What follows belongs to an exercise in optimizing a design on an open flow for small area; a production flow would make more cautious choices.
Function was not checked in any run shown here: the RTL went through the layout flow alone.
The flow treats the clock pin as an ideal source, which a real chip does not have.
Power and IR drop assume default switching activity.

==> flow/design.v (outline; a module is shown in full before it is edited, if it fits) <==
// module cordic_pipeline_rtl: 410 lines
module cordic_pipeline_rtl( clock, reset, ce, angle_in, sin_out, cos_out, valid_out );
  // ...
==> flow/flow/run.sh <==
#!/bin/bash
# Own layout flow: the standard flow (standard.sh) with three changes:
#  1. the port buffers use the smallest buffer cell (buf_1);
#  2. after the standard synthesis, the combinational cells other than full adders are
#     mapped again by Yosys/ABC for area (registers and their names are untouched);
#  3. full adders are flipped in polarity (FA(~a,~b,~c) = ~FA(a,b,c)) where that
#     removes inverters.
# Each rewritten netlist is checked against the standard synthesis's netlist by
# bit-parallel random simulation of every register input and every output port; a step
# whose result fails the check is dropped.
set -uo pipefail
export BUFFER_PORTS_ARGS="-buffer_cell sky130_fd_sc_hd__buf_1"
RES="$PWD/orfs/results/sky130hd/cordic_pipeline_rtl/base"
bash standard.sh "$RES/1_2_yosys.v" > standard_synth.log 2>&1 || exit 1
cp "$RES/1_2_yosys.v" "$PWD/netlist_standard.v"
CUR="$PWD/netlist_standard.v"
ABCSCRIPT=""
if [ -f flow/remap.abc ]; then ABCSCRIPT="-script $PWD/flow/remap.abc"; fi
if python3 flow/remap.py "$CUR" "$PWD/netlist_remap.v" "$PWD" "$ABCSCRIPT" > remap.log 2>&1 \
   && python3 flow/simcheck.py "$PWD/netlist_standard.v" "$PWD/netlist_remap.v" > simcheck_remap.log 2>&1; then
  CUR="$PWD/netlist_remap.v"; echo "remap: used" >> remap.log
else
  echo "remap: dropped" >> remap.log
fi
if python3 flow/fixinv.py "$CUR" "$PWD/netlist_fixinv.v" > fixinv.log 2>&1 \
   && python3 flow/simcheck.py "$PWD/netlist_standard.v" "$PWD/netlist_fixinv.v" > simcheck_fixinv.log 2>&1; then
  CUR="$PWD/netlist_fixinv.v"; echo "fixinv: used" >> fixinv.log
else
  echo "fixinv: dropped" >> fixinv.log
fi
cp "$CUR" "$RES/1_2_yosys.v"
bash standard.sh > standard_layout.log 2>&1
==> flow/flow/fixinv.py <==
#!/usr/bin/env python3
"""Remove inverters around full adders in a flat Yosys netlist of sky130 cells.

A full adder is self-dual: FA(~a,~b,~c) = (~sum, ~cout). Each fa cell may be "flipped":
it is fed the complements of its inputs and its outputs then carry the complements of the
original signals. Nets joined by inverters form classes; a class needs one inverter when
some consumer wants the polarity its driver does not give. A greedy search over flips of
single adders and of connected adder groups lowers the inverter count; the netlist is then
rewritten. Usage: fixinv.py in.v out.v
"""
import re, sys, collections

INV_RE = re.compile(r"sky130_fd_sc_hd__(inv|clkinv)_\d+$")
FA_RE = re.compile(r"sky130_fd_sc_hd__fa_\d+$")
OUTPINS = {"X", "Y", "Q", "Q_N", "SUM", "COUT", "HI", "LO"}

def main(src, dst):
    text = open(src).read()
    m = re.search(r"^(.*?\bmodule\b.*?\);\n)(.*)(endmodule.*)$", text, re.S)
    head, body, tail = m.group(1), m.group(2), m.group(3)
    stmts = re.split(r"(?<=;)", body)
    cells = []
    for i, s in enumerate(stmts):
        mm = re.match(r"\s*(sky130_fd_sc_hd__\w+)\s+(\S+)\s*\((.*)\)\s*;\s*$", s, re.S)
        if mm:
            pins = collections.OrderedDict((p, n.strip()) for p, n in re.findall(r"\.(\w+)\(([^()]*)\)", mm.group(3)))
            cells.append({"i": i, "type": mm.group(1), "name": mm.group(2), "pins": pins})
    # nets used outside cells (assigns) or declared as ports keep their exact polarity
    pinned = set()
    for s in stmts:
        if re.match(r"\s*sky130_fd_sc_hd__", s): continue
        if re.match(r"\s*(wire|reg)\b", s): continue
        for n in re.findall(r"(\\\S+|[A-Za-z_][\w$]*)(\s*\[\d+(?::\d+)?\])?", s):
            pinned.add(n[0]); pinned.add((n[0] + n[1].replace(" ", "")) if n[1] else n[0])
    def base(n):
        return re.sub(r"\s*\[.*$", "", n)
    drv = {}
    loads = collections.defaultdict(list)
    for c in cells:
        for p, n in c["pins"].items():
            if p in OUTPINS: drv[n] = (c, p)
            else: loads[n].append((c, p))
    isinv = lambda c: bool(INV_RE.match(c["type"]))
    isfa = lambda c: bool(FA_RE.match(c["type"]))
    # classes: follow inverters back to the root
    pol = {}; root = {}
    def find(n):
        if n in root: return root[n], pol[n]
        d = drv.get(n)
        if d and isinv(d[0]):
            r, p = find(d[0]["pins"]["A"])
            root[n], pol[n] = r, p ^ 1
        else:
            root[n], pol[n] = n, 0
        return root[n], pol[n]
    allnets = set(drv) | set(loads)
    for n in allnets: find(n)
    members = collections.defaultdict(list)
    for n in allnets: members[root[n]].append(n)
    fas = [c for c in cells if isfa(c)]
    faid = {c["name"]: k for k, c in enumerate(fas)}
    flip = [0] * len(fas)
    # a class is frozen if any member net is pinned (port/assign) or it is a constant
    def frozen(r):
        return any(n in pinned or base(n) in pinned or "'" in n for n in members[r])
    # consumers of each class: list of (cell, pin, polarity wanted relative to root)
    cons = collections.defaultdict(list)
    for n in allnets:
        for (c, p) in loads.get(n, []):
            if isinv(c): continue
            cons[root[n]].append((c, p, pol[n]))
    def drvflip(r):
        d = drv.get(r)
        if d and isfa(d[0]): return flip[faid[d[0]["name"]]]
        return 0
    def keepall(r):
        return frozen(r) or drv.get(r) is None
    def cost(r):
        f0 = drvflip(r)
        need = set()
        for (c, p, q) in cons[r]:
            need.add(q ^ (flip[faid[c["name"]]] if isfa(c) else 0))
        if keepall(r):
            # all original inverters stay; count only missing polarities
            have = {pol[n] for n in members[r]}
            return 100 * f0 + len(need - have)
        return 1 if (need - {f0}) else 0
    # classes touched by each fa
    touch = collections.defaultdict(set)
    for k, c in enumerate(fas):
        for p, n in c["pins"].items():
            if n in root: touch[k].add(root[n])
    classes = list(members)
    orig = sum(1 for c in cells if isinv(c))
    total = sum(cost(r) for r in classes)
    pass
    # groups: fas joined by direct (inverter-free or not) connections between fa pins
    adj = collections.defaultdict(set)
    for r in classes:
        ks = set()
        d = drv.get(r)
        if d and isfa(d[0]): ks.add(faid[d[0]["name"]])
        for (c, p, q) in cons[r]:
            if isfa(c): ks.add(faid[c["name"]])
        for a in ks:
            adj[a] |= ks - {a}
    def try_flip(group):
        cls = set()
        for k in group: cls |= touch[k]
        before = sum(cost(r) for r in cls)
        for k in group: flip[k] ^= 1
        after = sum(cost(r) for r in cls)
        if after < before: return before - after
        for k in group: flip[k] ^= 1
        return 0
    improved = True
    while improved:
        improved = False
        for k in range(len(fas)):
            if try_flip([k]): improved = True
        for k in range(len(fas)):
            for j in adj[k]:
                if j > k and try_flip([k, j]): improved = True
        # chains along carries
        for k in range(len(fas)):
            grp = [k]; cur = k
            for _ in range(12):
                nxt = [j for j in adj[cur] if j not in grp]
                if not nxt: break
                cur = nxt[0]; grp.append(cur)
                if try_flip(list(grp)): improved = True
    total = sum(cost(r) for r in classes)
    pass
    # rewrite: per class, nets for polarity 0/1
    newwires = []
    cnt = [0]
    tag = 0
    while ("fixinv%d_" % tag) in text: tag += 1
    def newnet():
        cnt[0] += 1
        nm = "_fixinv%d_%d_" % (tag, cnt[0])
        newwires.append(nm)
        return nm
    drop = set(c["name"] for c in cells if isinv(c))
    addcells = []
    for r in classes:
        polnet = {}
        for n in members[r]:
            polnet.setdefault(pol[n], n)
        f0 = drvflip(r)
        need = set()
        for (c, p, q) in cons[r]:
            need.add(q ^ (flip[faid[c["name"]]] if isfa(c) else 0))
        if frozen(r): need |= {pol[n] for n in members[r]}
        d = drv.get(r)
        if keepall(r):
            # undriven (port, constant, assign) or pinned class: keep its inverters and nets;
            # only flipped adders reading it are moved to the complement
            assert f0 == 0
            for n in members[r]:
                dd = drv.get(n)
                if dd and isinv(dd[0]): drop.discard(dd[0]["name"])
            for (c, p, q) in cons[r]:
                if isfa(c) and flip[faid[c["name"]]]:
                    want = q ^ 1
                    if want not in polnet:
                        polnet[want] = newnet()
                        addcells.append(("sky130_fd_sc_hd__inv_1", polnet[1 ^ want], polnet[want]))
                    c["pins"][p] = polnet[want]
            continue
        net = {}
        net[f0] = polnet.get(f0) or newnet()
        d[0]["pins"][d[1]] = net[f0]
        if (1 ^ f0) in need:
            net[1 ^ f0] = polnet.get(1 ^ f0) or newnet()
            addcells.append(("sky130_fd_sc_hd__inv_1", net[f0], net[1 ^ f0]))
        for (c, p, q) in cons[r]:
            want = q ^ (flip[faid[c["name"]]] if isfa(c) else 0)
            c["pins"][p] = net[want]
    out = []
    for i, s in enumerate(stmts):
        out.append(s)
    for c in cells:
        if c["name"] in drop:
            out[c["i"]] = ""
            continue
        conn = ",".join("\n    .%s(%s%s)" % (p, n, " " if n.startswith("\\") else "") for p, n in c["pins"].items())
        out[c["i"]] = "\n  %s %s (%s\n  );" % (c["type"], c["name"], conn)
    extra = "".join("\n  wire %s;" % nm for nm in newwires)
    for k, (t, a, y) in enumerate(addcells):
        extra += "\n  %s _fixinv%d_cell_%d_ (\n    .A(%s%s),\n    .Y(%s%s)\n  );" % (t, tag, k, a, " " if a.startswith("\\") else "", y, " " if y.startswith("\\") else "")
    res = head + extra + "".join(out) + "\n" + tail
    open(dst, "w").write(res)
    ninv = len(re.findall(r"sky130_fd_sc_hd__(?:inv|clkinv)_\d+ ", res))
    print("inverters after: %d" % ninv)

if __name__ == "__main__":
    main(sys.argv[1], sys.argv[2])
==> flow/flow/remap.abc <==
strash
&get -n
&fraig -x
&put
scorr
dc2
dretime
strash
dch -f
map -a
==> flow/flow/remap.py <==
#!/usr/bin/env python3
"""Re-map the combinational logic of a flat sky130 netlist with Yosys/ABC for area.

Registers (every sequential cell) and full-adder cells stay as they are, with their
instance names; all other cells are read as their liberty functions, flattened and mapped
again by ABC, avoiding the platform's don't-use cells.
Usage: remap.py in.v out.v workdir  (FLOW_HOME must point at ORFS's flow/ folder)"""
import os, re, sys, subprocess
flow = os.environ.get("FLOW_HOME", "/OpenROAD-flow-scripts/flow")
lib = flow + "/platforms/sky130hd/lib/sky130_fd_sc_hd__tt_025C_1v80.lib"
src, dst, wd = sys.argv[1], sys.argv[2], sys.argv[3]
abcextra = sys.argv[4] if len(sys.argv) > 4 else ""
txt = open(lib).read()
models = []
for m in re.finditer(r'\n    cell \("(\w+)"\) \{', txt):
    name = m.group(1)
    end = txt.find('\n    cell (', m.end()); body = txt[m.end(): end if end > 0 else len(txt)]
    if re.search(r'\n        (ff|latch|statetable) ', body): continue
    if re.search(r'__fa_\d', name): continue
    pins = []; outs = {}; ok = True
    for pm in re.finditer(r'\n        pin \("(\w+)"\) \{(.*?)\n        \}', body, re.S):
        d = re.search(r'direction : "(\w+)"', pm.group(2))
        if not d: continue
        f = re.search(r'function : "([^"]*)"', pm.group(2))
        pins.append((pm.group(1), d.group(1)))
        if d.group(1) == 'output':
            if not f: ok = False; break
            outs[pm.group(1)] = f.group(1)
    if not ok or not outs: continue
    s = "module %s(%s);\n" % (name, ", ".join(p for p, _ in pins))
    for p, d in pins: s += "  %s %s;\n" % (d, p)
    for o, f in outs.items(): s += "  assign %s = %s;\n" % (o, f.replace('!', '~'))
    models.append(s + "endmodule\n")
open(wd + "/remap_models.v", "w").write("".join(models))
cfg = open(flow + "/platforms/sky130hd/config.mk").read()
du = re.search(r"export DONT_USE_CELLS \+= \\(.*?)\n#", cfg, re.S).group(1)
dont = " ".join("-dont_use " + c for c in re.findall(r"sky130_fd_sc_hd__\w+", du))
ys = """read_liberty -lib {lib}
read_verilog -overwrite {wd}/remap_models.v
read_verilog {src}
hierarchy -top cordic_pipeline_rtl
flatten
techmap
opt -purge
abc -liberty {lib} {dont} ABCEXTRA
opt_clean -purge
hilomap -singleton -hicell sky130_fd_sc_hd__conb_1 HI -locell sky130_fd_sc_hd__conb_1 LO
insbuf -buf sky130_fd_sc_hd__buf_4 A X
opt_clean -purge
check
stat -liberty {lib}
write_verilog -noattr -nohex -nodec {dst}
""".format(lib=lib, wd=wd, src=src, dst=dst, dont=dont).replace("ABCEXTRA", abcextra)
open(wd + "/remap.ys", "w").write(ys)
r = subprocess.run(["yosys", "-s", wd + "/remap.ys"], stdout=open(wd + "/remap_yosys.log", "w"), stderr=subprocess.STDOUT)
sys.exit(r.returncode)
==> flow/flow/simcheck.py <==
#!/usr/bin/env python3
"""Compare two flat sky130 netlists combinationally: flop outputs and primary inputs are
driven with the same random bit-parallel words, and every flop input and primary output
must match. Usage: simcheck.py gold.v gate.v [lib]"""
import re, sys, random, collections
LIB = "/OpenROAD-flow-scripts/flow/platforms/sky130hd/lib/sky130_fd_sc_hd__tt_025C_1v80.lib"
W = 1 << 14
MASK = (1 << W) - 1

def libfuncs(path):
    txt = open(path).read()
    funcs = {}; seq = set()
    for m in re.finditer(r'\n    cell \("(\w+)"\) \{', txt):
        name = m.group(1)
        end = txt.find('\n    cell (', m.end())
        body = txt[m.end(): end if end > 0 else len(txt)]
        if re.search(r'\n        (ff|latch|statetable) ', body): seq.add(name); continue
        outs = {}
        for pm in re.finditer(r'\n        pin \("(\w+)"\) \{(.*?)\n        \}', body, re.S):
            f = re.search(r'function : "([^"]*)"', pm.group(2))
            if f and 'direction : "output"' in pm.group(2): outs[pm.group(1)] = f.group(1)
        funcs[name] = outs
    return funcs, seq

def pyexpr(f):
    f = f.replace('!', ' ~').replace('&', ' & ').replace('|', ' | ').replace('^', ' ^ ')
    f = re.sub(r'\b([A-Z]\w*)\b', r'v["\1"]', f)
    f = f.replace('1', 'MASK') if f.strip() == '1' else f
    return f

def parse(path):
    text = open(path).read()
    cells = []
    for mm in re.finditer(r"(sky130_fd_sc_hd__\w+)\s+(\S+)\s*\((.*?)\);", text, re.S):
        pins = dict((p, n.strip()) for p, n in re.findall(r"\.(\w+)\(([^()]*)\)", mm.group(3)))
        cells.append((mm.group(1), mm.group(2), pins))
    assigns = re.findall(r"assign\s+(.*?)\s*=\s*(.*?);", text)
    ins = []
    for d in re.findall(r"input\s+(\[[^\]]*\])?\s*(\S+);", text):
        if d[0]:
            hi, lo = map(int, re.match(r"\[(\d+):(\d+)\]", d[0]).groups())
            ins += ["%s[%d]" % (d[1], i) for i in range(lo, hi + 1)]
        else: ins.append(d[1])
    outs = []
    for d in re.findall(r"output\s+(\[[^\]]*\])?\s*(\S+);", text):
        if d[0]:
            hi, lo = map(int, re.match(r"\[(\d+):(\d+)\]", d[0]).groups())
            outs += ["%s[%d]" % (d[1], i) for i in range(lo, hi + 1)]
        else: outs.append(d[1])
    return cells, assigns, ins, outs

def norm(n):
    n = n.strip()
    if n.startswith("\\"): n = n[1:]
    return n.replace(" ", "")

def simulate(path, funcs, seq, stim):
    cells, assigns, ins, outs = parse(path)
    val = {"1'h0": 0, "1'h1": MASK, "1'b0": 0, "1'b1": MASK}
    for n in ins: val[norm(n)] = stim.setdefault("in:" + norm(n), random.getrandbits(W))
    flops = {}
    for t, nm, pins in cells:
        tt = t.replace("sky130_fd_sc_hd__", "")
        if t in seq:
            q = norm(pins.get("Q", ""))
            val[q] = stim.setdefault("ff:" + nm, random.getrandbits(W))
            flops[nm] = pins
    comb = [(t, nm, pins) for t, nm, pins in cells if t not in seq]
    drv = {}
    for c in comb:
        for p, n in c[2].items():
            if p in funcs[c[0]]: drv[norm(n)] = c
    asg = {norm(a): norm(b) for a, b in assigns}
    done = set()
    sys.setrecursionlimit(100000)
    def get(n):
        n = norm(n)
        if n in val: return val[n]
        if n in asg:
            val[n] = get(asg[n]); return val[n]
        c = drv.get(n)
        if c is None: raise KeyError(n)
        t, nm, pins = c
        v = {p: get(pins[p]) for p in pins if p not in funcs[t]}
        for op, f in funcs[t].items():
            e = pyexpr(f)
            r = eval(e, {"v": v, "MASK": MASK}) & MASK
            val[norm(pins[op])] = r
        return val[n]
    res = {}
    for nm, pins in flops.items():
        for p in pins:
            if p not in ("Q", "CLK", "Q_N"): res["ff:%s.%s" % (nm, p)] = get(pins[p])
    for o in outs: res["out:" + norm(o)] = get(o)
    return res

funcs, seq = libfuncs(sys.argv[3] if len(sys.argv) > 3 else LIB)
random.seed(1)
stim = {}
a = simulate(sys.argv[1], funcs, seq, stim)
b = simulate(sys.argv[2], funcs, seq, stim)
bad = [k for k in a if a[k] != b.get(k)]
print("compared %d signals x %d vectors; mismatches: %d" % (len(a), W, len(bad)))
print(bad[:10])
sys.exit(1 if bad or set(a) != set(b) else 0)
==> flow/standard.sh <==
#!/bin/bash
# synth_recipe.tcl (not shown) runs the flow's synth.tcl, then flattens the netlist and writes it again
# the make line also repeats each setting of config.mk as NAME=value (left out here)
make -C /OpenROAD-flow-scripts/flow DESIGN_CONFIG=/design/flow/config.mk WORK_HOME=/design/flow/orfs CLKGATE_MAP_FILE= SYNTH_SCRIPT=/design/flow/synth_recipe.tcl "${@:-finish}"
==> flow/config.mk <==
export PLATFORM = sky130hd
export DESIGN_NAME = cordic_pipeline_rtl
export DESIGN_NICKNAME = cordic_pipeline_rtl
export VERILOG_FILES = /design/flow/design.v
export SDC_FILE = /design/flow/constraint.sdc
export NUM_CORES = 4
export LEC_CHECK = 0
export CAP_MARGIN = 0
export CORE_MARGIN = 2
export CORE_UTILIZATION = 70
export CTS_CLUSTER_DIAMETER = 100
export CTS_CLUSTER_SIZE = 30
export GPL_TIMING_DRIVEN = 1
export PLACE_DENSITY = 0.75
export SLEW_MARGIN = 0
==> flow/constraint.sdc <==
create_clock -name core_clock -period 4.5 [get_ports {clock}]
set_input_delay 0.9000 -clock core_clock [delete_from_list [all_inputs] [get_ports {clock}]]
set_output_delay 0.9000 -clock core_clock [all_outputs]
set_load 0.01 [all_outputs]
==> flow_metrics.env, run 1 <==
export IMPL_crit_chain="buf_4 > buf_6 > xnor2_1 > inv_1 > fa_1 > and2_2 > o21a_1 > nor2_1 > nand4_1 > o21ai_0 > nand2_1 > or2_2 > nand2_1 > inv_1 > nor2_1 > inv_1 > nor3_4 > nand2_1 > o21ai_0 > xor2_1"
export IMPL_final_common_cell="edfxtp_1"
export IMPL_end_kind="register"
export IMPL_dominant_cells="registers"
export IMPL_buffer_area_share_pct=7.00
export IMPL_cap_violations=0
export IMPL_drt_total_wl_um=42500
export IMPL_rows=53
export IMPL_io_buffers=39
export IMPL_nNonClkInverters=238
export IMPL_grt_pass1_vias=12100
export IMPL_place_congestion=1.02
export IMPL_internal_power_uw=7920
export IMPL_slew_limit_headroom_pct=37.0
export IMPL_vias=12700
export IMPL_swShare_pct=44.4
export IMPL_seq_cells=246
export IMPL_multiInputGateArea_um2=7030
export IMPL_met1_usage_pct=39.2
export IMPL_fin_util_pct=81.5
export IMPL_dr_pass1_iters=8
export IMPL_powerDensity_nw_per_um2=829
export IMPL_grt_max_degree=86
export IMPL_setup_ws_ns=-0.213
export IMPL_clockNetworkAreaShare_pct=2.13
export IMPL_power_leakage_uw=0.00718
export IMPL_place_area_um2=16400
export IMPL_startpoint="l13_d[9]"
export IMPL_die_area_um2=22700
export IMPL_holdWs_ns=0.426
export IMPL_outcome="complete, but fails checks"
export IMPL_crit_required_ns=4.74
export IMPL_max_freq_mhz=212
export IMPL_final_hold_violation_count=0
export IMPL_layout_failed_checks="setup timing"
export IMPL_crit_buf_inv=5
export IMPL_dp_slack_ns=-0.106
export IMPL_setup_viol=9
==> run 2: changes to the inputs <==
--- a/flow/design.v
+++ b/flow/design.v
@@ -151,19 +151,20 @@
 assign ty_26_hi_pa[7] = ty_26_hi_pa[6] & l12_y[10]; assign ty_26_hi_pz[7] = ty_26_hi_pz[6] & ~l12_y[10];
 wire [7:0] ty_26_hi = l12_y[11:4] ^ (({8{ty_26_hi_inc}} & ty_26_hi_pa) | ({8{ty_26_hi_dec}} & ty_26_hi_pz));
 wire [12:0] ty_26 = {ty_26_hi, ty_26_lo, 1'b0};
 wire signed [11:0] x_23 = tx_25[12:1];
 wire signed [11:0] y_24 = ty_26[12:1];
 reg signed [11:0] l13_x;
 reg signed [11:0] l13_y;
 reg [10:9] l13_d;
+reg [10:9] l13_dn;
 wire [10:0] dw_27 = {l13_d, 9'd0};
 wire x_28_d9 = dw_27[9], x_28_d10 = dw_27[10];
-wire x_28_mx9 = x_28_d9, x_28_my9 = ~x_28_d9, x_28_mx10 = x_28_d10, x_28_my10 = ~x_28_d10;
+wire x_28_mx9 = x_28_d9, x_28_my9 = l13_dn[9], x_28_mx10 = x_28_d10, x_28_my10 = l13_dn[10];
 wire [2:0] x_28_fy9 = l13_y[11:9];
 wire [2:0] x_28_fx9 = l13_x[11:9];
 wire [3:0] x_28_gx = {x_28_fy9[2], x_28_fy9} ^ {4{x_28_mx9}};
 wire [4:0] x_28_lx = {2'b00, l13_x[2:0]} + {x_28_gx[3], x_28_gx} + {4'd0, x_28_mx9};
 wire x_28_upx = ~x_28_lx[4] & x_28_lx[3] & (&l13_x[9:3]);
 wire x_28_dnx = x_28_lx[4] & ~(|l13_x[9:3]);
 wire [3:0] x_28_gy = {x_28_fx9[2], x_28_fx9} ^ {4{x_28_my9}};
 wire [4:0] x_28_ly = {2'b00, l13_y[2:0]} + {x_28_gy[3], x_28_gy} + {4'd0, x_28_my9};
@@ -397,14 +398,15 @@
     l11_y <= y_14;
     l11_d <= l10_d[10:7];
     l12_x <= x_18;
     l12_y <= y_19;
     l12_d <= dw_17[10:8];
     l13_x <= x_23;
     l13_y <= y_24;
     l13_d <= dw_22[10:9];
+    l13_dn <= ~dw_22[10:9];
     l14_x <= x_28;
     l14_y <= y_29;
     l15_c <= rx_32;
     l15_s <= ry_90;
   end
 endmodule
--- a/flow/flow/fixinv.py
+++ b/flow/flow/fixinv.py
@@ -3,17 +3,17 @@
 
 A full adder is self-dual: FA(~a,~b,~c) = (~sum, ~cout). Each fa cell may be "flipped":
 it is fed the complements of its inputs and its outputs then carry the complements of the
 original signals. Nets joined by inverters form classes; a class needs one inverter when
 some consumer wants the polarity its driver does not give. A greedy search over flips of
 single adders and of connected adder groups lowers the inverter count; the netlist is then
 rewritten. Usage: fixinv.py in.v out.v
 """
-import re, sys, collections
+import os, re, sys, collections
 
 INV_RE = re.compile(r"sky130_fd_sc_hd__(inv|clkinv)_\d+$")
 FA_RE = re.compile(r"sky130_fd_sc_hd__fa_\d+$")
 OUTPINS = {"X", "Y", "Q", "Q_N", "SUM", "COUT", "HI", "LO"}
 
 def main(src, dst):
     text = open(src).read()
     m = re.search(r"^(.*?\bmodule\b.*?\);\n)(.*)(endmodule.*)$", text, re.S)
@@ -99,23 +99,28 @@
     for r in classes:
         ks = set()
         d = drv.get(r)
         if d and isfa(d[0]): ks.add(faid[d[0]["name"]])
         for (c, p, q) in cons[r]:
             if isfa(c): ks.add(faid[c["name"]])
         for a in ks:
             adj[a] |= ks - {a}
+    base_cost = {r: cost(r) for r in classes}
+    strict = os.environ.get("FIXINV_STRICT", "1") == "1"
     def try_flip(group):
         cls = set()
         for k in group: cls |= touch[k]
         before = sum(cost(r) for r in cls)
         for k in group: flip[k] ^= 1
-        after = sum(cost(r) for r in cls)
-        if after < before: return before - after
+        costs = {r: cost(r) for r in cls}
+        after = sum(costs.values())
+        # strict: never add an inverter where the standard netlist had none
+        if after < before and not (strict and any(costs[r] > base_cost[r] for r in cls)):
+            return before - after
         for k in group: flip[k] ^= 1
         return 0
     improved = True
     while improved:
         improved = False
         for k in range(len(fas)):
             if try_flip([k]): improved = True
         for k in range(len(fas)):
==> run 2 against run 1 <==
- still fails the layout checks on setup timing
- core utilization is 1.4 points lower
- die area is 0.99% higher
- via count is 1.6% lower
- cell area is 1.2% lower
- routed wire length is 6.7% lower
- clock power hardly changed
- critical path type unchanged
- critical endpoint is now l14_x[11]
- highest routed layer unchanged
==> flow_metrics.env, run 2 <==
export IMPL_outcome="complete, but fails checks"
export IMPL_layout_failed_checks="setup timing"
export IMPL_setup_viol=3
export IMPL_reg2reg_slack_ns=-0.09
export IMPL_fillCellCount=1174
export IMPL_drt_total_wl_um=39700
export IMPL_worstHoldStart="l7_d[10]"
export IMPL_rr_worst_depth=20
export IMPL_synth_area_um2=15200
export IMPL_largest_reg_flops=14
export IMPL_die_area_um2=23000
export IMPL_max_freq_mhz=218
export IMPL_vias_per_cell=6.15
export IMPL_syn_nets=1684
export IMPL_root_buffer="clkbuf_16"
export IMPL_period_minus_slack_ns=4.59
export IMPL_grt_util_met2_pct=60.2
export IMPL_antennaDiodeCount=0
export IMPL_nNetsFinal=1847
export IMPL_dr_pass1_iters=6
export IMPL_cp_endpoint="l14_x[11]"
export IMPL_crit_required_ns=4.81
export IMPL_drtIter0Drc=1457
export IMPL_place_congestion=0.965
export IMPL_dieWidth_um=152
export IMPL_worst_slew_pin_slew_ns=0.966
export IMPL_end_kind="register"
export IMPL_routedWlPerCell_um=19.6
export IMPL_grtUsageMet3_pct=3.65
export IMPL_clock_path_buffers=3
export IMPL_worst_path_max_fanout=4
export IMPL_avgSynthCellArea_um2=9.60
export IMPL_slew_limit_headroom_pct=35.0
export IMPL_clk_pin_slew_ns=0.12
export IMPL_grt_max_degree=144
export IMPL_syn_instance_count=1586
export IMPL_total_power_uw=12700
export IMPL_seqCellArea_um2=7410
export IMPL_place_area_um2=16400
export IMPL_globalRouteTotalUtil_pct=32.8
export IMPL_drv_slew=0
export IMPL_fin_tns_setup_ns=-0.187
export IMPL_met1_usage_pct=38.6
export IMPL_cap_violations=0
export IMPL_hold_class="register to register"
export IMPL_busiest_layer="met2"
export IMPL_grt_first_pass_wirelength_um=58700
export IMPL_grt_ovfl_total=0
export IMPL_crit_chain="inv_1 > nand2_1 > nand2_2 > inv_1 > fa_1 > inv_1 > fa_1 > inv_1 > nand2_1 > nor2_1 > nand2_1 > o31ai_1 > or2_2 > nand2_1 > nor2_1 > inv_1 > nor2_1 > nand3_1 > o31ai_2 > xor2_1"
export IMPL_mostFrequentLayoutCells="267 x inv_1, 248 x nor2_1, 244 x edfxtp_1"
export IMPL_ios=40
export IMPL_r2r_end="l14_x[11]"
export IMPL_critPathMaxStageDelay_ns=0.56
export IMPL_final_common_cell="inv_1"
export IMPL_finalCritPeriodShare_pct=102
export IMPL_power_leakage_uw=0.00728
export IMPL_cts_sinks=248
export IMPL_multiInputGateArea_um2=6840
export IMPL_grt_pass1_vias=12200
export IMPL_core_um2=21200
export IMPL_start_util_pct=71.8
export IMPL_worstPathArrival_ns=4.90
export IMPL_rows=53
export IMPL_cts_tree="done"
export IMPL_vias=12500
export IMPL_antenna_found_initial=0
export IMPL_final_hold_violation_count=0
export IMPL_cts_hold_buffers_added=0
export IMPL_path_class="register to register"
export IMPL_clock_skew_ns=0.0336
export IMPL_postLayoutCellArea_um2=17000
export IMPL_start_kind="register"
export IMPL_htreeDepth=1
export IMPL_ir_drop_uv=927
export IMPL_crit_path_top_delay_cell="fa_1"
export IMPL_syn_to_final_growth_pct=11.6
export IMPL_drive_gt1_share_pct=10.2
export IMPL_setup_ws_ns=-0.0932
export IMPL_path_common_cell="inv_1"
export IMPL_place_hpwl_um=26900
export IMPL_synth_warnings=1
export IMPL_r2r_start="l13_y[11]"
export IMPL_die_h_um=152
export IMPL_cts_made_buffers=12
export IMPL_drcViolationCount=0
export IMPL_io_buffers=39
export IMPL_ant_nets=0
export IMPL_powerDensity_nw_per_um2=747
export IMPL_clk_latency_ns=0.50
export IMPL_largest_register="l1_e"
export IMPL_startpoint="l13_y[11]"
## run 2: power breakdown
part           switching (uW)  leakage [uW]  internal (uW)
logic                    4460       0.00469           3020
registers                 357       0.00242           3590
clock network             725      0.000176            547
total                    5540       0.00728           7150
## run 2: layout make-up
class                      instances  area share [%]
multi-input combinational       1062            40.3
inverter                         276            6.10
clock buffer                      16            1.98
tap                              275            2.03
sequential                       248            43.6
clock inverter                     2           0.147
timing repair buffer             149            5.89
## run 2: per-stage QoR
stage	std cells	setup slack, ns	util, %	hold slack (ns)
3_3_place_gp	1990	0.167	77.4	0.400
5_1_grt	2028	-0.273	80.1	0.432
3_5_place_dp	1990	-0.0492	77.4	0.405
6_report	2028	-0.0932	80.1	0.406
4_1_cts	2009	0.0573	79.2	0.411
2_1_floorplan	1586	0.250	-	0.400
## run 2: worst max-delay path, delay by kind of cell, from the launching register on
kind	cells	cell delay, ns
fa+ha+maj	2	1.12
simple gates	10	1.56
flops	1	0.44
buf+inv	5	0.54
compound gates	2	0.51
xor+xnor	1	0.25
## run 2: routing by layer
| layer | share of wire, % | wire, um | vias up |
|---|---|---|---|
| li1 | - | - | 5575 |
| met1 | 34 | 13700 | 5800 |
| met2 | 51 | 20300 | 854 |
| met3 | 7.8 | 3110 | 234 |
| met4 | 6.6 | 2620 | 0 |
| met5 | 0 | 0 | - |
## run 2: how the worst min path moves through the flow
stage / to / slack [ns] / cells past startpoint
after floorplan: l10_d[0] / 0.40 / 0
after CTS: l8_d[10] / 0.41 / 0
final: l8_d[10] / 0.41 / 0
after global placement: l8_d[1] / 0.40 / 0
after detailed placement: l3_d[6] / 0.40 / 0
after global routing: l12_d[8] / 0.43 / 0
## run 2: timing repair
item | 4_1_cts | 5_1_grt
resized for setup | 2 | 25
buffers inserted | 1 | 19
hold endpoints to repair | 0 | 0
setup endpoints to repair | 2 | 21
pin swaps | 0 | 4
==> run 3: changes to the inputs <==
==> flow/flow/run.sh (replaced) <==
#!/bin/bash
# Own layout flow: the standard flow (standard.sh) with three changes:
#  1. the port buffers use the smallest buffer cell (buf_1);
#  2. after the standard synthesis, the combinational cells other than full adders are
#     mapped again by Yosys/ABC for area, with a few ABC scripts; registers and their
#     names are untouched;
#  3. full adders are flipped in polarity (FA(~a,~b,~c) = ~FA(a,b,c)) where that
#     removes inverters without adding any.
# Every rewritten netlist is checked against the standard synthesis's netlist by
# bit-parallel random simulation of every register input and every output port; the
# smallest checked netlist whose worst slack (ideal clock, no wires) is at least
# -0.05 ns is laid out; if none qualifies, the standard netlist is used.
set -uo pipefail
export BUFFER_PORTS_ARGS="-buffer_cell sky130_fd_sc_hd__buf_1"
RES="$PWD/orfs/results/sky130hd/cordic_pipeline_rtl/base"
bash standard.sh "$RES/1_2_yosys.v" > standard_synth.log 2>&1 || exit 1
cp "$RES/1_2_yosys.v" "$PWD/netlist_standard.v"
BEST="$PWD/netlist_standard.v"; BESTAREA=""
for S in default flow/abc_*.abc; do
  N=$(basename "$S" .abc)
  ARG=""; [ "$S" != default ] && ARG="-script $PWD/$S"
  mkdir -p "remap_$N"
  if python3 flow/remap.py "$PWD/netlist_standard.v" "$PWD/remap_$N/remap.v" "$PWD/remap_$N" "$ARG" > "remap_$N/remap.log" 2>&1 \
     && python3 flow/fixinv.py "$PWD/remap_$N/remap.v" "$PWD/remap_$N/fixinv.v" > "remap_$N/fixinv.log" 2>&1 \
     && python3 flow/simcheck.py "$PWD/netlist_standard.v" "$PWD/remap_$N/fixinv.v" > "remap_$N/simcheck.log" 2>&1; then
    NETLIST="$PWD/remap_$N/fixinv.v" openroad -no_init -exit flow/sta.tcl > "remap_$N/sta.log" 2>&1
    WNS=$(grep -oE "^WNS \S+" "remap_$N/sta.log" | awk '{print $2}')
    AREA=$(python3 flow/area.py "$PWD/remap_$N/fixinv.v")
    echo "$N area $AREA wns $WNS" >> choose.log
    if [ -n "$WNS" ] && python3 -c "import sys; sys.exit(0 if float('$WNS') >= -0.05e-9 and ('$BESTAREA'=='' or float('$AREA') < float('$BESTAREA')) else 1)"; then
      BEST="$PWD/remap_$N/fixinv.v"; BESTAREA=$AREA
    fi
  else
    echo "$N failed" >> choose.log
  fi
done
echo "chosen: $BEST" >> choose.log
cp "$BEST" "$RES/1_2_yosys.v"
bash standard.sh > standard_layout.log 2>&1
==> flow/flow/abc_s3.abc (new file) <==
strash
&get -n
&fraig -x
&put
scorr
dc2
dretime
strash
&get -n
&dch -f
&nf -R 1000
&put
==> flow/flow/abc_s6.abc (new file) <==
strash
&get -n
&fraig -x
&put
scorr
dc2
dretime
strash
dch -f
map -a
==> flow/flow/abc_s8.abc (new file) <==
strash
&get -n
&fraig -x
&put
scorr
dc2
dretime
strash
dch -f
map -a
strash
dch -f
map -a
==> flow/flow/abc_s9.abc (new file) <==
strash
&get -n
&fraig -x
&put
scorr
dc2
dretime
strash
&get -n
&dch -f
&nf -R 1000
&put
strash
dch -f
map -a
==> flow/flow/area.py (new file) <==
#!/usr/bin/env python3
"""Total liberty cell area of a flat netlist. Usage: area.py netlist.v"""
import os, re, sys
lib = os.environ.get("FLOW_HOME", "/OpenROAD-flow-scripts/flow") + "/platforms/sky130hd/lib/sky130_fd_sc_hd__tt_025C_1v80.lib"
L = open(lib).read()
area = {m.group(1): float(m.group(2)) for m in re.finditer(r'\n    cell \("(\w+)"\) \{\s*\n(?:.*?\n)*?\s*area : ([\d.]+)', L)}
t = open(sys.argv[1]).read()
print("%.2f" % sum(area[c] for c in re.findall(r'^\s*(sky130_fd_sc_hd__\w+)\s', t, re.M)))
==> flow/flow/sta.tcl (new file) <==
# worst setup slack of a netlist with ideal clocks (used to choose among re-mapped netlists)
set flow $::env(FLOW_HOME)
read_lef $flow/platforms/sky130hd/lef/sky130_fd_sc_hd.tlef
read_lef $flow/platforms/sky130hd/lef/sky130_fd_sc_hd_merged.lef
read_liberty $flow/platforms/sky130hd/lib/sky130_fd_sc_hd__tt_025C_1v80.lib
read_verilog $::env(NETLIST)
link_design $::env(FLOW_TOP)
read_sdc $::env(FLOW_SDC)
puts "WNS [sta::worst_slack -max]"
removed: flow/flow/remap.abc
==> run 3 against run 2 <==
- largest power group unchanged
- non-clock buffer count fell by 28
- the run now finishes clean
- global-route usage fell by 2.5 points
- critical path type unchanged
- largest cell class unchanged
- clock power barely moved
- via count fell by 7.4%
==> flow_metrics.env, run 3 <==
export IMPL_outcome="no timing/DRC/antenna violations"
export IMPL_crit_chain="or2_2 > nand2_1 > fa_1 > fa_1 > nor2_1 > inv_1 > a2111oi_4 > nand3_1 > a21oi_2 > nand3_1 > nand2_1 > nand2_1 > nor2_1 > inv_1 > nor2_1 > inv_1 > nor2_1 > a21oi_1 > xor2_1"
export IMPL_hold_depth=0
export IMPL_r2r_start="l13_dn[10]"
export IMPL_antennaDiodeCount=0
export IMPL_hold_class="register to register"
export IMPL_grt_ovfl_total=0
export IMPL_routedWlPerCell_um=17.2
export IMPL_rows=53
export IMPL_io_buffers=39
export IMPL_max_freq_mhz=231
export IMPL_clock_skew_ns=0.0271
export IMPL_end_kind="register"
export IMPL_p_clk_share_pct=10.4
export IMPL_largest_register="l1_e"
export IMPL_ios=40
export IMPL_clock_path_buffers=3
export IMPL_period_minus_slack_ns=4.33
export IMPL_mostFrequentLayoutCells="263 x inv_1, 244 x edfxtp_1, 228 x nor2_1"
export IMPL_power_leakage_uw=0.00705
export IMPL_worstHoldStart="l9_d[10]"
export IMPL_internal_power_uw=6890
export IMPL_drv_slew=0
export IMPL_final_hold_violation_count=0
export IMPL_final_common_cell="inv_1"
export IMPL_syn_nets=1649
export IMPL_path_class="register to register"
export IMPL_cap_violations=0
export IMPL_final_cells=1965
export IMPL_cts_tree="done"
export IMPL_synth_warnings=1
export IMPL_place_hpwl_um=25500
export IMPL_globalRouteTotalUtil_pct=30.3
export IMPL_nNetsFinal=1784
export IMPL_critPathMaxStageDelay_ns=0.54
export IMPL_swShare_pct=42.4
export IMPL_fin_tns_setup_ns=0
export IMPL_dieWidth_um=151
export IMPL_powerDensity_nw_per_um2=718
export IMPL_holdWs_ns=0.413
export IMPL_clk_pin_slew_ns=0.12
export IMPL_rr_worst_depth=19
export IMPL_grt_pass1_vias=11600
export IMPL_slew_limit_headroom_pct=46.9
export IMPL_start_util_pct=71.4
export IMPL_drtIter0Drc=955
export IMPL_start_kind="register"
export IMPL_root_buffer="clkbuf_16"
export IMPL_pwr_share_comb_pct=56.8
export IMPL_largest_reg_flops=14
export IMPL_drt_total_wl_um=33900
export IMPL_htreeDepth=1
export IMPL_cts_sinks=248
export IMPL_drive_gt1_share_pct=8.46
export IMPL_grt_first_pass_wirelength_um=54000
export IMPL_dp_slack_ns=0.0348
export IMPL_worstPathArrival_ns=4.56
export IMPL_synth_area_um2=15100
export IMPL_vias=11500
export IMPL_clk_latency_ns=0.49
export IMPL_finalCritPeriodShare_pct=96.1
export IMPL_grt_max_degree=121
export IMPL_crit_path_top_delay_cell="fa_1"
export IMPL_min_to="l10_d[10]"
export IMPL_r2r_end="l14_y[10]"
export IMPL_vias_per_cell=5.87
export IMPL_die_h_um=151
export IMPL_dr_pass1_iters=8
export IMPL_path_common_cell="nor2_1"
export IMPL_ant_nets=0
export IMPL_syn_instance_count=1551
export IMPL_setup_ws_ns=0.174
export IMPL_crit_required_ns=4.73
export IMPL_die_area_um2=22700
export IMPL_setup_viol=0
export IMPL_avgSynthCellArea_um2=9.71
export IMPL_worst_slew_pin_slew_ns=0.794
export IMPL_core_um2=21100
export IMPL_p_switching_uw=5070
export IMPL_reg2reg_slack_ns=0.17
export IMPL_cts_made_buffers=12
export IMPL_worst_path_max_fanout=4
export IMPL_placed_cells=1937
export IMPL_drcViolationCount=0
export IMPL_seqPwrFrac_pct=32.8
export IMPL_antenna_found_initial=0
export IMPL_place_congestion=1.00
export IMPL_syn_to_final_growth_pct=10.6
export IMPL_ir_drop_uv=614
export IMPL_fin_util_pct=78.9
run 3: stage by stage:
stage / total power [uW] / area, um2
after floorplan: 8910 / 15100
after global placement: 10000 / 16100
after detailed placement: 10500 / 16100
after CTS: 11800 / 16500
after global routing: 13000 / 16600
final: 12000 / 16600
run 3: worst max-delay path by stage:
stage / depth (start not counted) / to / start
floorplan: 19 / l14_y[10] / l13_dn[10]
global placement: 14 / l15_c[11] / l14_x[4]
detailed placement: 18 / l14_y[10] / l13_x[10]
CTS: 18 / l14_y[10] / l13_x[10]
global route: 21 / l14_y[10] / l13_dn[10]
finish: 19 / l14_y[10] / l13_dn[10]
run 3: metal layers:
metal | share of wire (%) | up-vias | global-route usage [%]
met3 | 5.8 | 159 | 3.76
met4 | 5.1 | 0 | 14.0
met2 | 53 | 526 | 56.3
met1 | 36 | 5445 | 34.7
li1 | - | 5409 | -
met5 | 0 | - | 0
run 3: area by class of cell:
cell class / instances / area [um2]
clock inverter: 2 / 25.0
clock buffer: 16 / 337
multi-input combinational: 1036 / 6740
tap: 275 / 344
inverter: 267 / 1000
fill: 1254 / 4440
timing repair buffer: 121 / 791
sequential: 248 / 7410
run 3: what timing repair did:
item,in CTS,in global routing
setup endpoints to repair,0,20
buffers inserted,0,10
hold buffers,0,0
resized for setup,0,28
endpoints found under the hold margin,0,0
run 3: power by group through the flow:
stage / Clock (uW) / Combinational, uW / Sequential, uW
3_5_place_dp: 0 / 6520 / 3980
4_1_cts: 1250 / 6570 / 3930
5_1_grt: 1320 / 7720 / 3990
2_1_floorplan: 0 / 4950 / 3960
3_3_place_gp: 0 / 6060 / 3950
6_report: 1250 / 6790 / 3920
run 3: worst max-delay path: cells and delay by family (launching register included):
family | cells | cell delay (ns)
AND/OR/NAND/NOR | 10 | 1.47
adder cells (fa/ha/maj) | 2 | 1.02
AO/OA/AOI/OAI | 3 | 0.72
flip-flops | 1 | 0.40
buffers and inverters | 3 | 0.28
XOR/XNOR | 1 | 0.16
==> run 4: changes to the inputs <==
--- a/flow/flow/run.sh
+++ b/flow/flow/run.sh
@@ -8,8 +8,8 @@
 #     removes inverters without adding any.
 # Every rewritten netlist is checked against the standard synthesis's netlist by
 # bit-parallel random simulation of every register input and every output port; the
-# smallest checked netlist whose worst slack (ideal clock, no wires) is at least
-# -0.05 ns is laid out; if none qualifies, the standard netlist is used.
+# smallest checked netlist whose worst slack (ideal clock, no wires) is at least 0.25 ns
+# (a margin for wires) is laid out; if none qualifies, the standard netlist is used.
 set -uo pipefail
 export BUFFER_PORTS_ARGS="-buffer_cell sky130_fd_sc_hd__buf_1"
 RES="$PWD/orfs/results/sky130hd/cordic_pipeline_rtl/base"
@@ -27,7 +27,7 @@
     WNS=$(grep -oE "^WNS \S+" "remap_$N/sta.log" | awk '{print $2}')
     AREA=$(python3 flow/area.py "$PWD/remap_$N/fixinv.v")
     echo "$N area $AREA wns $WNS" >> choose.log
-    if [ -n "$WNS" ] && python3 -c "import sys; sys.exit(0 if float('$WNS') >= -0.05e-9 and ('$BESTAREA'=='' or float('$AREA') < float('$BESTAREA')) else 1)"; then
+    if [ -n "$WNS" ] && python3 -c "import sys; sys.exit(0 if float('$WNS') >= 0.25 and ('$BESTAREA'=='' or float('$AREA') < float('$BESTAREA')) else 1)"; then
       BEST="$PWD/remap_$N/fixinv.v"; BESTAREA=$AREA
     fi
   else
==> flow/flow/abc_s5.abc (new file) <==
strash
dc2
dch -f
amap
==> run 4 against run 3 <==
- via count is 3.2% higher
- sequential share of layout area fell by 0.31 points
- core utilization grew 0.56 points
- area after synthesis unchanged
- clock skew down 0.0097 ns
- cell area increased by 0.71%
- global-route usage increased by 1.9 points
- hold slack better by 0.0022 ns
==> flow_metrics.env, run 4 <==
export IMPL_postLayoutCellArea_um2=16800
export IMPL_vias=11900
export IMPL_mostFrequentLayoutCells="260 x inv_1, 244 x edfxtp_1, 228 x nor2_1"
export IMPL_final_cells=1982
export IMPL_place_area_um2=16200
export IMPL_dieWidth_um=151
export IMPL_vias_per_cell=6.01
export IMPL_grt_max_degree=162
export IMPL_final_hold_violation_count=0
export IMPL_antennaDiodeCount=0
export IMPL_ir_drop_uv=747
export IMPL_p_switching_uw=5190
export IMPL_dr_pass1_iters=6
export IMPL_routedWlPerCell_um=18.5
export IMPL_crit_chain="inv_1 > o21ai_0 > fa_1 > fa_1 > fa_1 > fa_1 > nor2_2 > and2_2 > nand2_1 > nor2_1 > inv_1 > nor2_2 > and2_2 > nand2_1 > o21ai_0 > xor2_1"
export IMPL_clk_pin_slew_ns=0.12
export IMPL_power_leakage_uw=0.00713
export IMPL_placed_cells=1949
export IMPL_path_class="register to register"
export IMPL_cts_hold_buffers_added=0
export IMPL_drcViolationCount=0
export IMPL_drtIter0Drc=1179
export IMPL_fin_util_pct=79.5
export IMPL_finalCritPeriodShare_pct=96.4
export IMPL_seqPwrFrac_pct=32.4
export IMPL_start_util_pct=71.4
export IMPL_syn_nets=1649
export IMPL_largest_reg_flops=14
export IMPL_crit_buf_inv=2
export IMPL_synth_warnings=1
export IMPL_antenna_found_initial=0
export IMPL_die_area_um2=22700
export IMPL_grt_pass1_vias=11800
export IMPL_syn_to_final_growth_pct=11.3
export IMPL_cts_tree="done"
export IMPL_path_common_cell="fa_1"
export IMPL_pwr_share_comb_pct=57.2
export IMPL_rsz0062_at_grt="yes"
export IMPL_avgSynthCellArea_um2=9.71
export IMPL_syn_instance_count=1551
export IMPL_ant_nets=0
export IMPL_io_buffers=39
export IMPL_p_clk_share_pct=10.4
export IMPL_period_minus_slack_ns=4.34
export IMPL_drv_slew=0
export IMPL_cts_sinks=248
export IMPL_outcome="no timing/DRC/antenna violations"
export IMPL_fin_tns_setup_ns=0
export IMPL_synth_area_um2=15100
export IMPL_crit_required_ns=4.72
export IMPL_globalRouteTotalUtil_pct=32.2
export IMPL_clock_skew_ns=0.0174
export IMPL_worstPathArrival_ns=4.56
export IMPL_start_kind="register"
export IMPL_rows=53
export IMPL_total_power_uw=12100
export IMPL_hold_class="register to register"
export IMPL_cap_violations=0
export IMPL_worst_slew_pin_slew_ns=0.876
export IMPL_cts_made_buffers=12
export IMPL_fillCellCount=1231
export IMPL_cp_top_family="adder cells"
export IMPL_grt_first_pass_wirelength_um=56800
export IMPL_core_um2=21100
export IMPL_grt_ovfl_total=0
export IMPL_place_hpwl_um=26500
export IMPL_worst_path_max_fanout=5
export IMPL_drive_gt1_share_pct=9.67
export IMPL_clk_latency_ns=0.49
export IMPL_place_congestion=0.962
export IMPL_largest_register="l1_e"
export IMPL_critPathMaxStageDelay_ns=0.53
export IMPL_crit_path_top_delay_cell="edfxtp_1"
export IMPL_root_buffer="clkbuf_16"
export IMPL_setup_viol=0
export IMPL_clock_path_buffers=3
export IMPL_max_freq_mhz=231
export IMPL_nNetsFinal=1802
export IMPL_die_h_um=151
export IMPL_swShare_pct=42.8
export IMPL_ios=40
export IMPL_slew_limit_headroom_pct=41.6
export IMPL_drt_total_wl_um=36700
export IMPL_final_common_cell="inv_1"
export IMPL_internal_power_uw=6930
export IMPL_powerDensity_nw_per_um2=723
export IMPL_htreeDepth=1
export IMPL_end_kind="register"
-- run 4: path summary, 6_finish.rpt --
kind / startpoint / to / slack [ns] / cells after the start
worst max-delay path: l11_d[7] / l12_y[11] / 0.16 / 16
worst min-delay path: l9_d[10] / l10_d[10] / 0.41 / 0
worst max register to register: l11_d[7] / l12_y[11] / 0.16 / 16
worst min register to register: l9_d[10] / l10_d[10] / 0.41 / 0
-- run 4: power by group through the flow --
stage	combinational, uW	clock [uW]	sequential [uW]
2_1_floorplan	4950	0	3960
3_3_place_gp	6070	0	3950
3_5_place_dp	6590	0	3980
4_1_cts	6680	1260	3940
5_1_grt	7840	1320	3990
6_report	6930	1260	3930
-- run 4: area by class of cell --
| class | instances | area (um2) | area share, % |
|---|---|---|---|
| multi-input combinational | 1036 | 6740 | 40.2 |
| clock inverter | 2 | 25.0 | 0.149 |
| tap | 275 | 344 | 2.05 |
| inverter | 267 | 1010 | 6.00 |
| sequential | 248 | 7410 | 44.2 |
| clock buffer | 15 | 333 | 1.99 |
| timing repair buffer | 139 | 913 | 5.45 |
-- run 4: repair_timing --
action                                  4_1_cts  5_1_grt
setup buffers                                 0       16
gates cloned                                  0        0
endpoints found under the setup margin        4       24
pin swaps                                     0        1
gates resized for setup                       4       28
-- run 4: routing by layer --
layer,wire [um],part of all wire (%),track usage (%)
met1,13100,36,36.1
met5,0,0,0
met2,19400,53,60.5
met4,1870,5.1,15.8
met3,2370,6.4,3.76
-- run 4: stage by stage --
step | setup WS, ns | hold slack, ns
after CTS | 0.00487 | 0.419
after global placement | 0.211 | 0.402
after global routing | -0.0621 | 0.438
after detailed placement | -0.0182 | 0.405
final | 0.164 | 0.415
after floorplan | 0.280 | 0.400
==> run 5: changes to the inputs <==
--- a/flow/flow/run.sh
+++ b/flow/flow/run.sh
@@ -11,7 +11,11 @@
 # smallest checked netlist whose worst slack (ideal clock, no wires) is at least 0.25 ns
 # (a margin for wires) is laid out; if none qualifies, the standard netlist is used.
 set -uo pipefail
+export PYTHONHASHSEED=0
 export BUFFER_PORTS_ARGS="-buffer_cell sky130_fd_sc_hd__buf_1"
+# the layout runs on one thread so that it is reproducible
+sed 's/^make -C \(.*\) "\${@:-finish}"$/make -C \1 NUM_CORES=1 "${@:-finish}"/' standard.sh > standard1.sh
+grep -q "NUM_CORES=1" standard1.sh || cp standard.sh standard1.sh
 RES="$PWD/orfs/results/sky130hd/cordic_pipeline_rtl/base"
 bash standard.sh "$RES/1_2_yosys.v" > standard_synth.log 2>&1 || exit 1
 cp "$RES/1_2_yosys.v" "$PWD/netlist_standard.v"
@@ -36,4 +40,4 @@
 done
 echo "chosen: $BEST" >> choose.log
 cp "$BEST" "$RES/1_2_yosys.v"
-bash standard.sh > standard_layout.log 2>&1
+bash standard1.sh > standard_layout.log 2>&1
--- a/flow/config.mk
+++ b/flow/config.mk
@@ -12,4 +12,5 @@
 export CTS_CLUSTER_SIZE = 30
 export GPL_TIMING_DRIVEN = 1
 export PLACE_DENSITY = 0.75
+export SETUP_SLACK_MARGIN = 0.1
 export SLEW_MARGIN = 0
==> run 5 against run 4 <==
- still clean
- final cell count down 0.96%
- hold slack gained 0.0083 ns
- clock power hardly changed
- critical endpoint is now l15_s[10]
==> flow_metrics.env, run 5 <==
export IMPL_nNetsFinal=1781
export IMPL_syn_to_final_growth_pct=10.5
export IMPL_final_hold_violation_count=0
export IMPL_fillCellCount=1289
export IMPL_crit_required_ns=4.74
export IMPL_drv_slew=0
export IMPL_dieWidth_um=151
export IMPL_start_util_pct=71.4
export IMPL_ios=40
export IMPL_place_area_um2=16100
export IMPL_drtIter0Drc=881
export IMPL_syn_instance_count=1551
export IMPL_power_leakage_uw=0.00704
export IMPL_die_area_um2=22700
export IMPL_p_switching_uw=5100
export IMPL_slew_limit_headroom_pct=47.8
export IMPL_clk_latency_ns=0.48
export IMPL_worst_path_max_fanout=3
export IMPL_drive_gt1_share_pct=9.00
export IMPL_place_congestion=0.965
export IMPL_seqPwrFrac_pct=32.6
export IMPL_start_kind="register"
export IMPL_rows=53
export IMPL_cts_tree="done"
export IMPL_routedWlPerCell_um=17.1
export IMPL_grt_pass1_vias=11100
export IMPL_mostFrequentLayoutCells="259 x inv_1, 244 x edfxtp_1, 227 x nor2_1"
export IMPL_ir_drop_uv=770
export IMPL_largest_register="l1_e"
export IMPL_p_clk_share_pct=10.3
export IMPL_grt_first_pass_wirelength_um=52500
export IMPL_multiInputGateArea_um2=6760
export IMPL_rsz0062_at_grt="yes"
export IMPL_root_buffer="clkbuf_16"
export IMPL_hold_class="register to register"
export IMPL_postLayoutCellArea_um2=16600
export IMPL_pwr_share_comb_pct=57.1
export IMPL_clock_path_buffers=3
export IMPL_swShare_pct=42.4
export IMPL_dp_slack_ns=-0.0247
export IMPL_worstPathArrival_ns=4.49
export IMPL_htreeDepth=1
export IMPL_fin_util_pct=78.9
export IMPL_place_hpwl_um=24900
export IMPL_period_minus_slack_ns=4.26
export IMPL_outcome="no timing/DRC/antenna violations"
export IMPL_antenna_found_initial=0
export IMPL_clk_pin_slew_ns=0.11
export IMPL_die_h_um=151
export IMPL_path_class="register to register"
export IMPL_cap_violations=0
export IMPL_powerDensity_nw_per_um2=723
export IMPL_grt_max_degree=119
export IMPL_drt_total_wl_um=33500
export IMPL_vias_per_cell=5.82
export IMPL_path_common_cell="fa_1"
export IMPL_ant_nets=0
export IMPL_crit_chain="inv_2 > fa_1 > fa_1 > fa_1 > fa_1 > fa_1 > nor2_2 > nand2_1 > o21ai_0 > nand2_1 > nor2_2 > a21oi_1 > a21oi_2 > a21oi_1"
export IMPL_synth_warnings=1
export IMPL_worst_slew_pin_slew_ns=0.783
export IMPL_drcViolationCount=0
export IMPL_synth_area_um2=15100
export IMPL_vias=11400
export IMPL_crit_path_top_delay_cell="fa_1"
export IMPL_setup_viol=0
export IMPL_grt_ovfl_total=0
export IMPL_fin_tns_setup_ns=0
export IMPL_largest_reg_flops=14
export IMPL_avgSynthCellArea_um2=9.71
export IMPL_cts_sinks=248
export IMPL_core_um2=21100
export IMPL_cts_made_buffers=12
export IMPL_holdWs_ns=0.423
export IMPL_internal_power_uw=6930
export IMPL_globalRouteTotalUtil_pct=29.6
export IMPL_setup_ws_ns=0.242
export IMPL_final_common_cell="inv_1"
export IMPL_clock_skew_ns=0.0166
export IMPL_finalCritPeriodShare_pct=94.6
export IMPL_critPathMaxStageDelay_ns=0.58
export IMPL_io_buffers=39
export IMPL_syn_nets=1649
export IMPL_seqCellArea_um2=7410
export IMPL_max_freq_mhz=235
export IMPL_antennaDiodeCount=0
export IMPL_end_kind="register"
export IMPL_dr_pass1_iters=5
run 5: cell type report:
type                            instances  share of cell area, %
Inverter                              267                   6.02
Clock inverter                          3                  0.173
Timing Repair Buffer                  118                   4.62
Tap cell                              275                   2.07
Sequential cell                       248                   44.5
Multi-Input combinational cell       1036                   40.6
Clock buffer                           16                   2.02
run 5: worst paths after layout:
check | start | cells after the start | endpoint | slack (ns)
worst min register to register | l4_d[3] | 0 | l5_d[3] | 0.42
worst max-delay path | l14_y[3] | 14 | l15_s[10] | 0.24
worst max register to register | l14_y[3] | 14 | l15_s[10] | 0.24
worst min-delay path | l4_d[3] | 0 | l5_d[3] | 0.42
run 5: worst max-delay path: cells and delay by family, from the launching register on:
kind,cells,cell delay (ns)
flip-flops,1,0.41
AO/OA/AOI/OAI,4,0.50
adder cells (fa/ha/maj),5,2.45
AND/OR/NAND/NOR,4,0.56
buffers and inverters,1,0.09
run 5: what timing repair did:
item                                    in CTS  in global routing
pin swaps                                    0                  5
cloned                                       0                  0
buffers inserted                             2                 12
endpoints found under the setup margin       7                 28
hold buffers                                 0                  0
hold endpoints to repair                     0                  0
resized for setup                            7                 33
run 5: power groups by stage:
stage                     logic, uW  registers, uW  clock network [uW]
after floorplan                4950           3960                   0
after global placement         6050           3950                   0
after detailed placement       6500           3990                   0
after CTS                      6640           3920                1250
after global routing           7780           3990                1320
final                          6870           3920                1240
run 5: per-layer routing:
metal,wire [um],global-route usage (%)
met5,0,0
met2,17500,54.9
met1,12300,34.6
met4,1610,13.7
met3,2030,2.91
run 5: stage by stage:
step                std cells  power, uW
floorplan                1551       8910
global placement         1930      10000
detailed placement       1930      10500
CTS                      1951      11800
global route             1963      13100
finish                   1963      12000
==> run 6: changes to the inputs <==
--- a/flow/flow/run.sh
+++ b/flow/flow/run.sh
@@ -5,13 +5,14 @@
 #     mapped again by Yosys/ABC for area, with a few ABC scripts; registers and their
 #     names are untouched;
 #  3. full adders are flipped in polarity (FA(~a,~b,~c) = ~FA(a,b,c)) where that
-#     removes inverters without adding any.
+#     lowers the number of inverters (FIXINV_STRICT=0: some may move).
 # Every rewritten netlist is checked against the standard synthesis's netlist by
 # bit-parallel random simulation of every register input and every output port; the
 # smallest checked netlist whose worst slack (ideal clock, no wires) is at least 0.25 ns
 # (a margin for wires) is laid out; if none qualifies, the standard netlist is used.
 set -uo pipefail
 export PYTHONHASHSEED=0
+export FIXINV_STRICT=0
 export BUFFER_PORTS_ARGS="-buffer_cell sky130_fd_sc_hd__buf_1"
 # the layout runs on one thread so that it is reproducible
 sed 's/^make -C \(.*\) "\${@:-finish}"$/make -C \1 NUM_CORES=1 "${@:-finish}"/' standard.sh > standard1.sh
--- a/flow/config.mk
+++ b/flow/config.mk
@@ -7,10 +7,10 @@
 export LEC_CHECK = 0
 export CAP_MARGIN = 0
 export CORE_MARGIN = 2
-export CORE_UTILIZATION = 70
+export CORE_UTILIZATION = 65
 export CTS_CLUSTER_DIAMETER = 100
 export CTS_CLUSTER_SIZE = 30
 export GPL_TIMING_DRIVEN = 1
-export PLACE_DENSITY = 0.75
-export SETUP_SLACK_MARGIN = 0.1
+export PLACE_DENSITY = 0.7
+export SETUP_SLACK_MARGIN = 0.0
 export SLEW_MARGIN = 0
==> run 6 against run 5 <==
- final cell count decreased by 0.46%
- largest cell class unchanged
- cell area decreased by 0.79%
- clock-buffer cell count increased by 2
- global-route usage decreased by 3.9 points
- routed wire length decreased by 6.9%
==> flow_metrics.env, run 6 <==
export IMPL_outcome="no timing/DRC/antenna violations"
export IMPL_core_um2=22600
export IMPL_cts_sinks=248
export IMPL_routedWlPerCell_um=16.0
export IMPL_htreeDepth=1
export IMPL_syn_instance_count=1536
export IMPL_syn_to_final_growth_pct=10.1
export IMPL_worst_path_max_fanout=4
export IMPL_grt_pass1_vias=10900
export IMPL_hold_class="register to register"
export IMPL_clk_latency_ns=0.48
export IMPL_crit_required_ns=4.75
export IMPL_synth_area_um2=15000
export IMPL_fin_tns_setup_ns=0
export IMPL_path_class="register to register"
export IMPL_synth_warnings=1
export IMPL_ant_nets=0
export IMPL_setup_viol=0
export IMPL_mostFrequentLayoutCells="249 x inv_1, 244 x edfxtp_1, 230 x nor2_1"
export IMPL_clock_skew_ns=0.0191
export IMPL_crit_path_top_delay_cell="fa_1"
export IMPL_slew_limit_headroom_pct=49.4
export IMPL_dp_slack_ns=0.0287
export IMPL_fillCellCount=1620
export IMPL_globalRouteTotalUtil_pct=25.8
export IMPL_dr_pass1_iters=6
export IMPL_max_freq_mhz=232
export IMPL_clock_path_buffers=3
export IMPL_die_h_um=156
export IMPL_vias=11000
export IMPL_ir_drop_uv=821
export IMPL_finalCritPeriodShare_pct=95.6
export IMPL_cts_made_buffers=12
export IMPL_end_kind="register"
export IMPL_powerDensity_nw_per_um2=715
export IMPL_antenna_found_initial=0
export IMPL_seqCellArea_um2=7410
export IMPL_path_common_cell="fa_1"
export IMPL_vias_per_cell=5.64
export IMPL_met3_length_um=1340
export IMPL_rows=55
export IMPL_drtIter0Drc=889
export IMPL_grt_max_degree=104
export IMPL_syn_nets=1634
export IMPL_io_buffers=39
export IMPL_holdWs_ns=0.423
export IMPL_start_kind="register"
export IMPL_dr_max_layer_used="met4"
export IMPL_drt_total_wl_um=31200
export IMPL_power_leakage_uw=0.00693
export IMPL_antennaDiodeCount=0
export IMPL_wl_met2_um=16400
export IMPL_dieWidth_um=156
export IMPL_place_hpwl_um=23700
export IMPL_largest_register="l1_e"
export IMPL_multiInputGateArea_um2=6710
export IMPL_cts_tree="done"
export IMPL_critPathMaxStageDelay_ns=0.61
export IMPL_cap_violations=0
export IMPL_die_area_um2=24300
export IMPL_met1_length_um=12500
export IMPL_nNetsFinal=1761
export IMPL_cts_hold_buffers_added=0
export IMPL_drive_gt1_share_pct=7.85
export IMPL_drcViolationCount=0
export IMPL_grt_first_pass_wirelength_um=50100
export IMPL_crit_buf_inv=1
export IMPL_start_util_pct=66.3
export IMPL_drv_slew=0
export IMPL_final_common_cell="inv_1"
export IMPL_worstPathArrival_ns=4.55
export IMPL_worst_slew_pin_slew_ns=0.756
export IMPL_cp_top_family="adder cells"
export IMPL_largest_reg_flops=14
export IMPL_setup_ws_ns=0.198
export IMPL_avgSynthCellArea_um2=9.77
export IMPL_period_minus_slack_ns=4.30
export IMPL_crit_chain="inv_1 > fa_1 > fa_1 > fa_1 > fa_1 > fa_1 > nor2_2 > nand2_1 > o21ai_0 > nand2_1 > nor2_2 > a21oi_1 > nor2_1 > nor2_1 > a21oi_1"
export IMPL_root_buffer="clkbuf_16"
export IMPL_clk_pin_slew_ns=0.11
export IMPL_place_congestion=1.00
export IMPL_grt_ovfl_total=0
export IMPL_final_hold_violation_count=0
export IMPL_ios=40
run 6: cell type report:
type,instances,area share (%)
Sequential cell,248,44.9
Multi-Input combinational cell,1036,40.6
Inverter,252,5.73
Timing Repair Buffer,113,4.42
Tap cell,285,2.16
Clock buffer,18,2.08
Clock inverter,2,0.121
run 6: where the power goes:
| group | internal [uW] | switching, uW |
|---|---|---|
| Combinational | 2710 | 3920 |
| Clock | 549 | 682 |
| Sequential | 3600 | 337 |
| Total | 6860 | 4940 |
run 6: per-stage QoR:
| step | utilization, % | instance area (um2) | std cells | power [uW] |
|---|---|---|---|---|
| 2_1_floorplan | - | 15000 | 1536 | 8870 |
| 3_3_place_gp | 70.8 | 16000 | 1926 | 9990 |
| 3_5_place_dp | 70.8 | 16000 | 1926 | 10400 |
| 4_1_cts | 72.4 | 16400 | 1946 | 11600 |
| 5_1_grt | 72.9 | 16500 | 1954 | 12900 |
| 6_report | 72.9 | 16500 | 1954 | 11800 |
run 6: what timing repair did:
item / CTS / global route
resized for setup: 0 / 21
endpoints found under the setup margin: 0 / 12
setup buffers: 0 / 8
run 6: routing by layer:
metal,GRT usage (%),vias to the layer above
li1,-,5351
met1,30.8,5290
met2,48.4,301
met3,2.67,72
met4,9.09,0
met5,0,-
run 6: path summary, 6_finish.rpt:
kind,startpoint,endpoint,slack (ns),cells after the start
hold / removal,l7_d[9],l8_d[9],0.42,0
hold reg to reg,l7_d[9],l8_d[9],0.42,0
setup / recovery,l14_y[3],l15_s[10],0.20,15
setup reg to reg,l14_y[3],l15_s[10],0.20,15

==> port drivers added, routing unchanged <==
The flow's constraints put no driver on any port. The routed layouts listed below were extracted and timed again, unchanged, in two steps.
Step 1 sets driving cells, clkbuf_16 on the clock port and buf_2 on the other inputs (assumed; they add their load-dependent delay and slew).
Step 2 times the ports against the registers' clock, not the clock port: input delays grow and output delays shrink by t, the midpoint of the rising clock arrivals with the driver on.
Three values: ideal ports, drivers, drivers and shift; two values: the first two.
| run | shift t [ns] | setup WS [ns] | pins driven straight from the clock port |
|---|---|---|---|
| run 1 | 0.525 | -0.213 / -0.213 / -0.213 | 1 |
| run 2 | 0.528 | -0.093 / -0.093 / -0.093 | 1 |
| run 3 | 0.518 | 0.174 / 0.174 / 0.174 | 1 |
| run 4 | 0.532 | 0.164 / 0.164 / 0.164 | 1 |
| run 5 | 0.524 | 0.242 / 0.242 / 0.242 | 1 |
| run 6 | 0.520 | 0.198 / 0.198 / 0.198 | 1 |
